From an optimization exercise on the open Yosys and OpenROAD flow, aimed at small area, a short achievable clock period and few clock cycles; shortcuts taken in it are not production practice. Only simulation tests tie the RTL to the original design; equivalence was not proved. Power figures rest on the tool's default switching activity, not on a simulated workload.

==> flow/design.v <==
`timescale 1ns / 1ps
module cpu(
    input             Clk,
    input             Reset_N,
    output     [15:0] i_address,
    input      [15:0] i_data,
    output reg        d_readM,
    output reg        d_writeM,
    output     [15:0] d_address,
    output     [15:0] d_wdata,
    input      [15:0] d_rdata,
    output reg [15:0] num_inst,
    output reg [15:0] output_port,
    output reg        is_halted
);
    reg [15:0] pc;
    reg [15:0] r0, r1, r2, r3;
    reg        ex_v;           
    reg [15:0] ex_a;           
    reg [15:0] ex_y;           
    reg        ex_cin;         
    reg [15:0] ex_alt;         
    reg        ex_pt;          
    reg        ex_br;          
    reg [1:0]  ex_bop;         
    reg [6:0]  ex_sel;         
    reg        ex_wen;         
    reg        ex_ld;          
    reg        ex_st;          
    reg        ex_wwd;         
    reg        ex_hlt;         
    reg        ex_fwd;         
    reg [1:0]  ex_dst;
    reg        mem_wen;
    reg [1:0]  mem_dst;
    reg        mem_ld;
    reg [15:0] mem_res;        
    reg [15:0] mem_wd;         
    assign i_address = pc;
    assign d_address = mem_res;
    assign d_wdata   = mem_wd;
    wire [15:0] mem_val = mem_ld ? d_rdata : mem_res;
    function [15:0] rf;
        input [1:0] a;
        case (a)
            2'd0: rf = r0;
            2'd1: rf = r1;
            2'd2: rf = r2;
            default: rf = r3;
        endcase
    endfunction
    wire [16:0] s_g0 = {ex_a & ex_y, ex_cin};
    wire [16:0] s_p0 = {ex_a ^ ex_y, 1'b0};
    wire [16:0] s_g1 = s_g0 | (s_p0 & {s_g0[15:0], 1'b0});
    wire [16:0] s_p1 = s_p0 & {s_p0[15:0], 1'b0};
    wire [16:0] s_g2 = s_g1 | (s_p1 & {s_g1[14:0], 2'b0});
    wire [16:0] s_p2 = s_p1 & {s_p1[14:0], 2'b0};
    wire [16:0] s_g3 = s_g2 | (s_p2 & {s_g2[12:0], 4'b0});
    wire [16:0] s_p3 = s_p2 & {s_p2[12:0], 4'b0};
    wire [16:0] s_g4 = s_g3 | (s_p3 & {s_g3[8:0], 8'b0});
    wire [15:0] sum  = s_p0[16:1] ^ s_g4[15:0];
    wire [15:0] res = ({16{ex_sel[0]}} & sum) |
                      ({16{ex_sel[1]}} & (ex_a & ex_y)) |
                      ({16{ex_sel[2]}} & (ex_a | ex_y)) |
                      ({16{ex_sel[3]}} & ~ex_a) |
                      ({16{ex_sel[4]}} & {ex_a[14:0], 1'b0}) |
                      ({16{ex_sel[5]}} & {ex_a[15], ex_a[15:1]}) |
                      ({16{ex_sel[6]}} & ex_alt);
    reg cond;
    always @(*) begin
        case (ex_bop)
            2'd0: cond = ex_a != ex_y;
            2'd1: cond = ex_a == ex_y;
            2'd2: cond = !ex_a[15] && ex_a != 16'h0000;
            default: cond = ex_a[15];
        endcase
    end
    wire flush = ex_br && (cond != ex_pt);
    wire [3:0]  iop  = i_data[15:12];
    wire [1:0]  irs  = i_data[11:10];
    wire [1:0]  irt  = i_data[9:8];
    wire [5:0]  ifn  = i_data[5:0];
    wire [7:0]  imm  = i_data[7:0];
    wire [15:0] pc1  = pc + 16'd1;
    wire i_r    = iop == 4'd15;
    wire i_br   = iop[3:2] == 2'b00;
    wire i_jmp  = iop == 4'd9 || iop == 4'd10;
    wire i_jal  = iop == 4'd10;
    wire i_jr   = i_r && (ifn == 6'd25 || ifn == 6'd26);
    wire i_jrl  = i_r && ifn == 6'd26;
    wire i_alu  = i_r && ifn[5:3] == 3'd0;
    wire i_tcp  = i_alu && ifn[2:0] == 3'd5;
    wire i_sub  = i_alu && ifn[2:0] == 3'd1;
    wire i_adi  = iop == 4'd4;
    wire i_ori  = iop == 4'd5;
    wire i_lhi  = iop == 4'd6;
    wire i_ld   = iop == 4'd7;
    wire i_st   = iop == 4'd8;
    wire [7:0]  k_x  = pc1[7:0];
    wire [7:0]  k_g0 = k_x & imm;
    wire [7:0]  k_p0 = k_x | imm;
    wire        k_gb = (k_x[1] & imm[1]) | ((k_x[1] & k_x[0]) & imm[0]) |
                       ((imm[1] & k_x[0]) & imm[0]);
    wire [7:0]  k_g1 = {k_g0[7:2] | (k_p0[7:2] & k_g0[6:1]), k_gb, k_g0[0]};
    wire [7:0]  k_p1 = k_p0 & {k_p0[6:0], 1'b0};
    wire [7:0]  k_g2 = k_g1 | (k_p1 & {k_g1[5:0], 2'b0});
    wire [7:0]  k_p2 = k_p1 & {k_p1[5:0], 2'b0};
    wire [7:0]  k_g3 = k_g2 | (k_p2 & {k_g2[3:0], 4'b0});
    wire [7:0]  t_lo = k_x ^ (imm ^ {k_g3[6:0], 1'b0});
    wire        t_c8 = k_g3[7];
    wire [7:0]  hi_p = pc1[15:8] + 8'd1;
    wire [7:0]  hi_m = pc1[15:8] - 8'd1;
    wire [7:0]  hi_0 = imm[7] ? hi_m : pc1[15:8];    
    wire [7:0]  hi_1 = imm[7] ? pc1[15:8] : hi_p;    
    wire [7:0]  t_hi = ({8{t_c8}} & hi_1) | ({8{~t_c8}} & hi_0);
    wire [15:0] i_tgt = {t_hi, t_lo};
    wire        i_req = irs == irt;
    reg         i_bt;
    always @(*) begin
        case (iop[1:0])
            2'd0: i_bt = imm[7] || !i_req;
            2'd1: i_bt = imm[7] || i_req;
            2'd2: i_bt = 1'b1;
            default: i_bt = imm[7];
        endcase
        i_bt = i_bt && i_br;
    end
    wire i_use_rs = !(i_lhi || i_jmp);
    wire i_use_rt = (i_alu && ifn[2:1] == 2'd0) || (i_alu && ifn[2:1] == 2'd1) ||
                    i_st || iop == 4'd0 || iop == 4'd1;
    wire i_wen = i_adi || i_ori || i_lhi || i_ld || i_jal || i_alu || i_jrl;
    wire [1:0] i_dst = (i_jal || i_jrl) ? 2'd2 : i_r ? i_data[7:6] : irt;
    wire ex_w    = ex_v && ex_wen;
    wire hit_rs  = ex_w && ex_dst == irs;
    wire hit_b   = ex_w && ex_dst == irt;
    wire ld_wait = ex_ld && ((i_use_rs && ex_dst == irs) || (i_use_rt && ex_dst == irt));
    wire jr_wait = i_jr && hit_rs && !ex_fwd;
    wire stall   = ld_wait || jr_wait;
    wire [15:0] a_base = (mem_wen && mem_dst == irs) ? mem_val : rf(irs);
    wire [15:0] b_base = (mem_wen && mem_dst == irt) ? mem_val : rf(irt);
    wire [15:0] a_val  = hit_rs ? res : a_base;
    wire [15:0] b_val  = hit_b ? res : b_base;
    wire [15:0] i_rsv  = a_val;
    wire        a_zero = i_tcp || i_lhi;
    wire        y_inv  = i_sub || i_tcp;
    wire        y_reg  = i_r || i_br;
    reg  [15:0] y_imm;
    always @(*) begin
        case (iop[1:0])
            2'd1:    y_imm = {8'h00, imm};            
            2'd2:    y_imm = {imm, 8'h00};            
            default: y_imm = {{8{imm[7]}}, imm};      
        endcase
    end
    reg [15:0] npc;
    always @(*) begin
        if (flush)      npc = ex_alt;
        else if (stall) npc = pc;
        else if (i_jmp) npc = {pc1[15:12], i_data[11:0]};
        else if (i_bt)  npc = i_tgt;
        else if (i_jr)  npc = i_rsv;
        else            npc = pc1;
    end
    wire go = !flush && !stall;
    always @(posedge Clk or negedge Reset_N) begin
        if (!Reset_N) begin
            pc          <= 16'h0000;
            r0 <= 16'h0000; r1 <= 16'h0000; r2 <= 16'h0000; r3 <= 16'h0000;
            ex_v        <= 1'b0;
            ex_wen      <= 1'b0;
            ex_ld       <= 1'b0;
            ex_st       <= 1'b0;
            ex_br       <= 1'b0;
            ex_wwd      <= 1'b0;
            ex_hlt      <= 1'b0;
            mem_wen     <= 1'b0;
            mem_ld      <= 1'b0;
            d_readM     <= 1'b0;
            d_writeM    <= 1'b0;
            num_inst    <= 16'h0000;
            output_port <= 16'h0000;
            is_halted   <= 1'b0;
        end else begin
            pc <= npc;
            ex_v   <= go;
            ex_wen <= go && i_wen;
            ex_ld  <= go && i_ld;
            ex_st  <= go && i_st;
            ex_br  <= go && i_br;
            ex_wwd <= go && i_r && ifn == 6'd28;
            ex_hlt <= go && i_r && ifn == 6'd29;
            mem_wen  <= ex_w;
            mem_ld   <= ex_ld;
            d_readM  <= ex_ld;
            d_writeM <= ex_st;
            if (mem_wen) begin
                case (mem_dst)
                    2'd0: r0 <= mem_val;
                    2'd1: r1 <= mem_val;
                    2'd2: r2 <= mem_val;
                    default: r3 <= mem_val;
                endcase
            end
            if (ex_v) num_inst <= num_inst + 16'd1;
            if (ex_wwd) output_port <= ex_a;
            if (ex_hlt) is_halted <= 1'b1;
        end
    end
    always @(posedge Clk) begin
        ex_a    <= a_val & {16{~a_zero}};
        ex_y    <= (i_tcp ? a_val : y_reg ? b_val : y_imm) ^ {16{y_inv}};
        ex_cin  <= y_inv;
        ex_alt  <= i_st ? b_val : (i_bt || !i_br) ? pc1 : i_tgt;
        ex_pt   <= i_bt;
        ex_bop  <= iop[1:0];
        ex_sel  <= {i_jal || i_jrl,
                    i_alu && ifn[2:0] == 3'd7,
                    i_alu && ifn[2:0] == 3'd6,
                    i_alu && ifn[2:0] == 3'd4,
                    (i_alu && ifn[2:0] == 3'd3) || i_ori || i_lhi,
                    i_alu && ifn[2:0] == 3'd2,
                    (i_alu && (ifn[2:0] == 3'd0 || ifn[2:0] == 3'd1 || ifn[2:0] == 3'd5)) ||
                    i_adi || i_ld || i_st};
        ex_fwd  <= i_ori || i_lhi;
        ex_dst  <= i_dst;
        mem_dst <= ex_dst;
        mem_res <= res;
        mem_wd  <= ex_alt;
    end
endmodule
Settings: LEC_CHECK=0, ABC_AREA=1, CAP_MARGIN=20, CORE_MARGIN=2, CORE_UTILIZATION=40, PLACE_DENSITY=0.75, SETUP_SLACK_MARGIN=5, SLEW_MARGIN=20; clock period 8.0 ns.
run.sh (not shown) runs the stock make flow with config.mk's settings and CLKGATE_MAP_FILE= SYNTH_SCRIPT=/design/flow/synth_recipe.tcl, a recipe that flattens the netlist after the stock synthesis.
The starting point passed the timing, DRC and antenna checks.
Testbench counts at the start, summed over its fixed seeds: cycles 315,823.
Then changed:
- PLACE_DENSITY: 0.75 -> 0.45
Routed wire length went up by 4.8%.
Die area does not change.
Utilization rose by 0.69 points.
Worst setup slack improves by 0.034 ns.
Synthesized area does not change.
Then changed:
- PLACE_DENSITY: 0.45 -> not set
- SETUP_SLACK_MARGIN: 5 -> 4.8
Effect:
- The changed run finished clean
- synthesized cell count does not change
- worst hold slack gains 0.013 ns
- area after synthesis does not change
- core utilization goes down by 2.7 points
- fmax decreases by 5.8%
- routed wire length is lower by 5.6%
- die area does not change
- non-clock buffer count decreases by 58
- final area decreases by 5.2%
- global-route usage went down by 1.6 points
Then changed:
==> flow/flow/run.sh (new file) <==
#!/bin/bash
# The standard layout (standard.sh), with the port buffers that global
# placement inserts made from the second-smallest plain buffer; timing repair
# resizes them where needed.
set -euo pipefail
bash standard.sh "BUFFER_PORTS_ARGS=-buffer_cell sky130_fd_sc_hd__buf_2" finish > standard_flow.log 2>&1
==> flow/standard.sh (new file) <==
#!/bin/bash
# synth_recipe.tcl (not shown) runs the flow's synth.tcl, then flattens the netlist and writes it again
# the make line also repeats each setting of config.mk as NAME=value (left out here)
make -C /OpenROAD-flow-scripts/flow DESIGN_CONFIG=/design/flow/config.mk WORK_HOME=/design/flow/orfs CLKGATE_MAP_FILE= SYNTH_SCRIPT=/design/flow/synth_recipe.tcl "${@:-finish}"
- SETUP_SLACK_MARGIN: 4.8 -> 5
removed: flow/run.sh
Final area is higher by 0.72%; synthesized cell count does not change; first-iteration DRC count is higher by 0.68%; non-clock buffer count is higher by 29; utilization is higher by 0.35 points; clock power barely changes; wire length is higher by 1.8%.

[afterwards: timing with drivers on the ports]
How much do the figures lean on ideal ports? The routed layouts below were timed once more, with nothing changed but the port constraints. Step 1, drivers: a clkbuf_16 drives Clk and a buf_2 each remaining input, both assumed. Step 2 moves the port delays by t, midway between the first and last clock arrival at a register: inputs arrive t later, outputs are due t later. That takes back most of the time a late clock gives input paths. Slacks: no drivers / after step 1 / after step 2; pairs: no drivers / after step 1.
run | t, ns | setup slack, ns | latest minus earliest clock arrival (ns) | worst slew at a driven data input, ns
the first run | 0.593 | 4.983 / 4.969 / 4.407 | 0.034 / 0.033 | 0.05
the second run | 0.603 | 5.017 / 5.018 / 4.433 | 0.017 / 0.017 | 0.05
the third run | 0.595 | 4.834 / 4.778 / 4.276 | 0.018 / 0.017 | 0.05
the fourth run | 0.595 | 4.998 / 5.022 / 4.429 | 0.026 / 0.026 | 0.04
After both steps setup and hold are still met in every run listed. The setup slack of the second run, which loses most, moves by +0.001 ns with the drivers and by -0.584 ns with both steps.
